What follows belongs to an exercise in optimizing a design on an open flow for small area; a production flow would make more cautious choices.
Function was checked by simulation only, so behaviour that the tests miss may differ from the original.
Power is estimated from default activity; no workload was simulated.

// PWMConvert
module PWMConvert(GCK, Vsync, mode, rst, OUT, data, addr, en);
input            GCK;
input            Vsync;
input            mode;
input            rst;
input     [15:0] data;
output    [15:0] OUT;
output    [ 8:0] addr;
output           en;
reg       [15:0] OUT;
reg       [15:0] T;         
reg       [ 6:0] Q;         
reg       [ 1:0] lc;        
reg              pf;        
reg              pf_d;      
reg              p9_d;      
reg              xfer;      
reg              sh_r;      
reg              ld_r;      
reg       [ 4:0] bus_r;     
reg       [ 4:0] early [0:15];
reg       [ 4:0] cs    [0:15];
integer i;
wire       l1    = ~Vsync & (lc == 2'd0);
wire       pfrd  = l1 | pf;
wire [6:0] base  = l1 ? Q + 7'd1 : pf ? Q : Q - 7'd1;
always @(posedge GCK or posedge rst) begin
  if (rst) begin
    lc   <= 2'd3;
    Q    <= 7'd1;
    pf   <= 1'b1;
    pf_d <= 1'b0;
    xfer <= 1'b0;
    p9_d <= 1'b0;
  end
  else begin
    lc   <= Vsync ? 2'd0 : lc + 2'd1;
    if (l1) Q <= Q + 7'd1;
    pf   <= l1 | (pf & (T[3:0] != 4'd14));
    pf_d <= pfrd;
    xfer <= ~Vsync & (lc == 2'd1);
    p9_d <= base[5];
  end
end
always @(posedge GCK) begin
  if (rst)     T <= 16'hffff;
  else if (l1) T <= 16'd0;
  else         T <= T + 16'd1;
end
assign addr = {base[4:0], l1 ? 4'd15 : T[3:0]};
  ...
==> module PWMConvert, before the edit <==
module PWMConvert(GCK, Vsync, mode, rst, OUT, data, addr, en);
input            GCK;
input            Vsync;
input            mode;
input            rst;
input     [15:0] data;
output    [15:0] OUT;
output    [ 8:0] addr;
output           en;
reg       [15:0] OUT;
reg       [15:0] T;         
reg       [ 6:0] Q;         
reg       [ 1:0] lc;        
reg              pf;        
reg              pf_d;      
reg              p9_d;      
reg              xfer;      
reg              sh_r;      
reg              ld_r;      
reg       [ 4:0] bus_r;     
reg       [ 4:0] early [0:15];
reg       [ 4:0] cs    [0:15];
integer i;
wire       l1    = ~Vsync & (lc == 2'd0);
wire       pfrd  = l1 | pf;
wire [6:0] base  = l1 ? Q + 7'd1 : pf ? Q : Q - 7'd1;
always @(posedge GCK or posedge rst) begin
  if (rst) begin
    lc   <= 2'd3;
    Q    <= 7'd1;
    pf   <= 1'b1;
    pf_d <= 1'b0;
    xfer <= 1'b0;
    p9_d <= 1'b0;
  end
  else begin
    lc   <= Vsync ? 2'd0 : lc + 2'd1;
    if (l1) Q <= Q + 7'd1;
    pf   <= l1 | (pf & (T[3:0] != 4'd14));
    pf_d <= pfrd;
    xfer <= ~Vsync & (lc == 2'd1);
    p9_d <= base[5];
  end
end
always @(posedge GCK) begin
  if (rst)     T <= 16'hffff;
  else if (l1) T <= 16'd0;
  else         T <= T + 16'd1;
end
assign addr = {base[4:0], l1 ? 4'd15 : T[3:0]};
assign en   = mode ? base[6] : base[5];
wire [15:0] m    = mode ? {1'b0, data[15:1]} : data;
wire        cin  = mode & data[0] & ~p9_d;
wire [ 4:0] vl5  = {1'b0, m[3:0]} + {4'b0, cin};   
wire [11:0] mh   = m[15:4];
wire [11:0] Th   = T[15:4];
reg  [11:0] tp, tm;
integer b;
always @(*) begin
  tp[0] = 1'b1;
  tm[0] = 1'b1;
  for (b = 1; b < 12; b = b + 1) begin
    tp[b] = tp[b-1] &  Th[b-1];
    tm[b] = tm[b-1] & ~Th[b-1];
  end
end
wire [11:0] x   = mh ^ Th;
wire        eqA = (x == 12'd0);    
wire        eqP = (x == tp);       
wire        eqM = (x == tm);       
wire        hi0 = vl5[4] ? eqM : eqA;    
wire        hi1 = vl5[4] ? eqA : eqP;    
wire        lge = (vl5[3:0] >= T[3:0]);
wire arm      = (hi0 & lge) | (hi1 & ~lge);       
wire early_ok = hi0 | (hi1 & ~lge);               
wire [4:0] v5 = {m[4] ^ vl5[4], vl5[3:0]};
wire [4:0] k  = pf_d ? v5 : v5 - T[4:0];
reg  [4:0] lfsr_pre;
always @(*) begin
  case (k)
      5'd0: lfsr_pre = 5'h00;
      5'd1: lfsr_pre = 5'h0f;
      5'd2: lfsr_pre = 5'h08;
      5'd3: lfsr_pre = 5'h1b;
      5'd4: lfsr_pre = 5'h02;
      5'd5: lfsr_pre = 5'h0e;
      5'd6: lfsr_pre = 5'h18;
      5'd7: lfsr_pre = 5'h13;
      5'd8: lfsr_pre = 5'h16;
      5'd9: lfsr_pre = 5'h04;
      5'd10: lfsr_pre = 5'h0d;
      5'd11: lfsr_pre = 5'h09;
      5'd12: lfsr_pre = 5'h0b;
      5'd13: lfsr_pre = 5'h0a;
      5'd14: lfsr_pre = 5'h1a;
      5'd15: lfsr_pre = 5'h12;
      5'd16: lfsr_pre = 5'h06;
      5'd17: lfsr_pre = 5'h0c;
      5'd18: lfsr_pre = 5'h19;
      5'd19: lfsr_pre = 5'h03;
      5'd20: lfsr_pre = 5'h1e;
      5'd21: lfsr_pre = 5'h10;
      5'd22: lfsr_pre = 5'h07;
      5'd23: lfsr_pre = 5'h1c;
      5'd24: lfsr_pre = 5'h11;
      5'd25: lfsr_pre = 5'h17;
      5'd26: lfsr_pre = 5'h14;
      5'd27: lfsr_pre = 5'h05;
      5'd28: lfsr_pre = 5'h1d;
      5'd29: lfsr_pre = 5'h01;
      5'd30: lfsr_pre = 5'h1f;
      default: lfsr_pre = 5'h00;
  endcase
end
always @(posedge GCK) begin
  sh_r  <= pf_d;
  ld_r  <= ~pf_d & arm;
  bus_r <= (pf_d & ~early_ok) ? 5'h15 : lfsr_pre;
end
always @(posedge GCK) begin
  if (sh_r) begin
    early[15] <= ~bus_r;
    for (i = 0; i < 15; i = i + 1) early[i] <= early[i + 1];
  end
  for (i = 0; i < 16; i = i + 1) begin
    if (xfer)
      cs[i] <= ~early[(i + 1) & 15];
    else if (ld_r && T[3:0] == ((i + 2) & 15))
      cs[i] <= bus_r;
    else
      cs[i] <= {~cs[i][3:0], ~(cs[i][4] ^ cs[i][2])};
  end
end
always @(posedge GCK or posedge rst) begin
  if (rst) OUT <= 16'b0;
  else begin
    for (i = 0; i < 16; i = i + 1) begin
      if (xfer)               OUT[i] <= 1'b1;
      else if (cs[i] == 5'd0) OUT[i] <= 1'b0;
    end
  end
end
endmodule
clock: 4.0 ns
lec_check: 0
cap_margin: 20
core_margin: 2
core_utilization: 40
slew_margin: 20
run.sh (not shown) runs the stock make flow with config.mk's settings and CLKGATE_MAP_FILE= SYNTH_SCRIPT=/design/flow/synth_recipe.tcl, a recipe that flattens the netlist after the stock synthesis.
The baseline ran to the end with no violations.
Change:
--- a/flow/design.v
+++ b/flow/design.v
@@ -6,26 +6,22 @@
 input     [15:0] data;
 output    [15:0] OUT;
 output    [ 8:0] addr;
 output           en;
 reg       [15:0] OUT;
-reg       [15:0] T;         
+reg       [15:0] R;         
 reg       [ 6:0] Q;         
 reg       [ 1:0] lc;        
 reg              pf;        
 reg              pf_d;      
+reg              xfer;      
 reg              p9_d;      
-reg              xfer;      
-reg              sh_r;      
-reg              ld_r;      
-reg       [ 4:0] bus_r;     
 reg       [ 4:0] early [0:15];
 reg       [ 4:0] cs    [0:15];
 integer i;
-wire       l1    = ~Vsync & (lc == 2'd0);
-wire       pfrd  = l1 | pf;
-wire [6:0] base  = l1 ? Q + 7'd1 : pf ? Q : Q - 7'd1;
+wire l1   = ~Vsync & (lc == 2'd0);
+wire [6:0] base = pf ? Q : Q - 7'd1;
 always @(posedge GCK or posedge rst) begin
   if (rst) begin
     lc   <= 2'd3;
     Q    <= 7'd1;
     pf   <= 1'b1;
@@ -34,49 +30,47 @@
     p9_d <= 1'b0;
   end
   else begin
     lc   <= Vsync ? 2'd0 : lc + 2'd1;
     if (l1) Q <= Q + 7'd1;
-    pf   <= l1 | (pf & (T[3:0] != 4'd14));
-    pf_d <= pfrd;
+    pf   <= l1 | (pf & (R[3:0] != 4'd14));
+    pf_d <= pf;
     xfer <= ~Vsync & (lc == 2'd1);
     p9_d <= base[5];
   end
 end
 always @(posedge GCK) begin
-  if (rst)     T <= 16'hffff;
-  else if (l1) T <= 16'd0;
-  else         T <= T + 16'd1;
+  R <= (l1 | rst) ? 16'hffff : R + 16'd1;
 end
-assign addr = {base[4:0], l1 ? 4'd15 : T[3:0]};
+assign addr = {base[4:0], R[3:0]};
 assign en   = mode ? base[6] : base[5];
 wire [15:0] m    = mode ? {1'b0, data[15:1]} : data;
 wire        cin  = mode & data[0] & ~p9_d;
 wire [ 4:0] vl5  = {1'b0, m[3:0]} + {4'b0, cin};   
 wire [11:0] mh   = m[15:4];
-wire [11:0] Th   = T[15:4];
+wire [11:0] Rh   = R[15:4];
 reg  [11:0] tp, tm;
 integer b;
 always @(*) begin
   tp[0] = 1'b1;
   tm[0] = 1'b1;
   for (b = 1; b < 12; b = b + 1) begin
-    tp[b] = tp[b-1] &  Th[b-1];
-    tm[b] = tm[b-1] & ~Th[b-1];
+    tp[b] = tp[b-1] &  Rh[b-1];
+    tm[b] = tm[b-1] & ~Rh[b-1];
   end
 end
-wire [11:0] x   = mh ^ Th;
+wire [11:0] x   = mh ^ Rh;
 wire        eqA = (x == 12'd0);    
 wire        eqP = (x == tp);       
 wire        eqM = (x == tm);       
 wire        hi0 = vl5[4] ? eqM : eqA;    
 wire        hi1 = vl5[4] ? eqA : eqP;    
-wire        lge = (vl5[3:0] >= T[3:0]);
+wire        lge = (vl5[3:0] >= R[3:0]);
 wire arm      = (hi0 & lge) | (hi1 & ~lge);       
 wire early_ok = hi0 | (hi1 & ~lge);               
 wire [4:0] v5 = {m[4] ^ vl5[4], vl5[3:0]};
-wire [4:0] k  = pf_d ? v5 : v5 - T[4:0];
+wire [4:0] k  = pf_d ? v5 : v5 - R[4:0];
 reg  [4:0] lfsr_pre;
 always @(*) begin
   case (k)
       5'd0: lfsr_pre = 5'h00;
       5'd1: lfsr_pre = 5'h0f;
@@ -110,25 +104,21 @@
       5'd29: lfsr_pre = 5'h01;
       5'd30: lfsr_pre = 5'h1f;
       default: lfsr_pre = 5'h00;
   endcase
 end
+wire [4:0] bus = (pf_d & ~early_ok) ? 5'h15 : lfsr_pre;
 always @(posedge GCK) begin
-  sh_r  <= pf_d;
-  ld_r  <= ~pf_d & arm;
-  bus_r <= (pf_d & ~early_ok) ? 5'h15 : lfsr_pre;
-end
-always @(posedge GCK) begin
-  if (sh_r) begin
-    early[15] <= ~bus_r;
+  if (pf_d) begin
+    early[15] <= ~bus;
     for (i = 0; i < 15; i = i + 1) early[i] <= early[i + 1];
   end
   for (i = 0; i < 16; i = i + 1) begin
     if (xfer)
       cs[i] <= ~early[(i + 1) & 15];
-    else if (ld_r && T[3:0] == ((i + 2) & 15))
-      cs[i] <= bus_r;
+    else if (~pf_d && arm && R[3:0] == ((i + 1) & 15))
+      cs[i] <= bus;
     else
       cs[i] <= {~cs[i][3:0], ~(cs[i][4] ^ cs[i][2])};
   end
 end
 always @(posedge GCK or posedge rst) begin
=> This time the run completed, yet does not pass: setup timing; sequential share of layout area went down by 4.9 points; power went up by 7.9%; die area went up by 1.7%; final cell count went up by 2.4%; cell area went up by 9.2%; core utilization went up by 3.0 points; via count went up by 8.4%; global-route usage went up by 2.0 points; combinational power went up by 42%; fmax went down by 4.6%; worst hold slack gains 0.017 ns; non-clock buffer count went up by 85; clock power went down by about 9%; routed wire length went up by 16%.

port drivers added, routing unchanged:
The results above use ideal ports. As a check the final layouts listed here were re-extracted and re-timed, cells and wires unchanged. Step 1, drivers: a clkbuf_16 drives GCK and a buf_2 each remaining input, both assumed. Step 2, shift: input delay + t, output delay - t, t = (earliest + latest rising clock arrival at the registers) / 2. This alone moves slack from input paths to output paths. a / b / c = ideal ports / drivers / drivers and shift; a / b = the first two.
run | t, ns | slack for setup (ns) | pins driven straight from the clock port
the first run | 0.565 | 0.136 / 0.085 / -0.264 | 1
the second run | 0.539 | -0.049 / -0.047 / -0.586 | 1
Met with ideal ports but missed after step 2: setup timing in the first run. The setup slack of the second run, which loses most, moves by +0.002 ns with the drivers and by -0.537 ns with both steps.
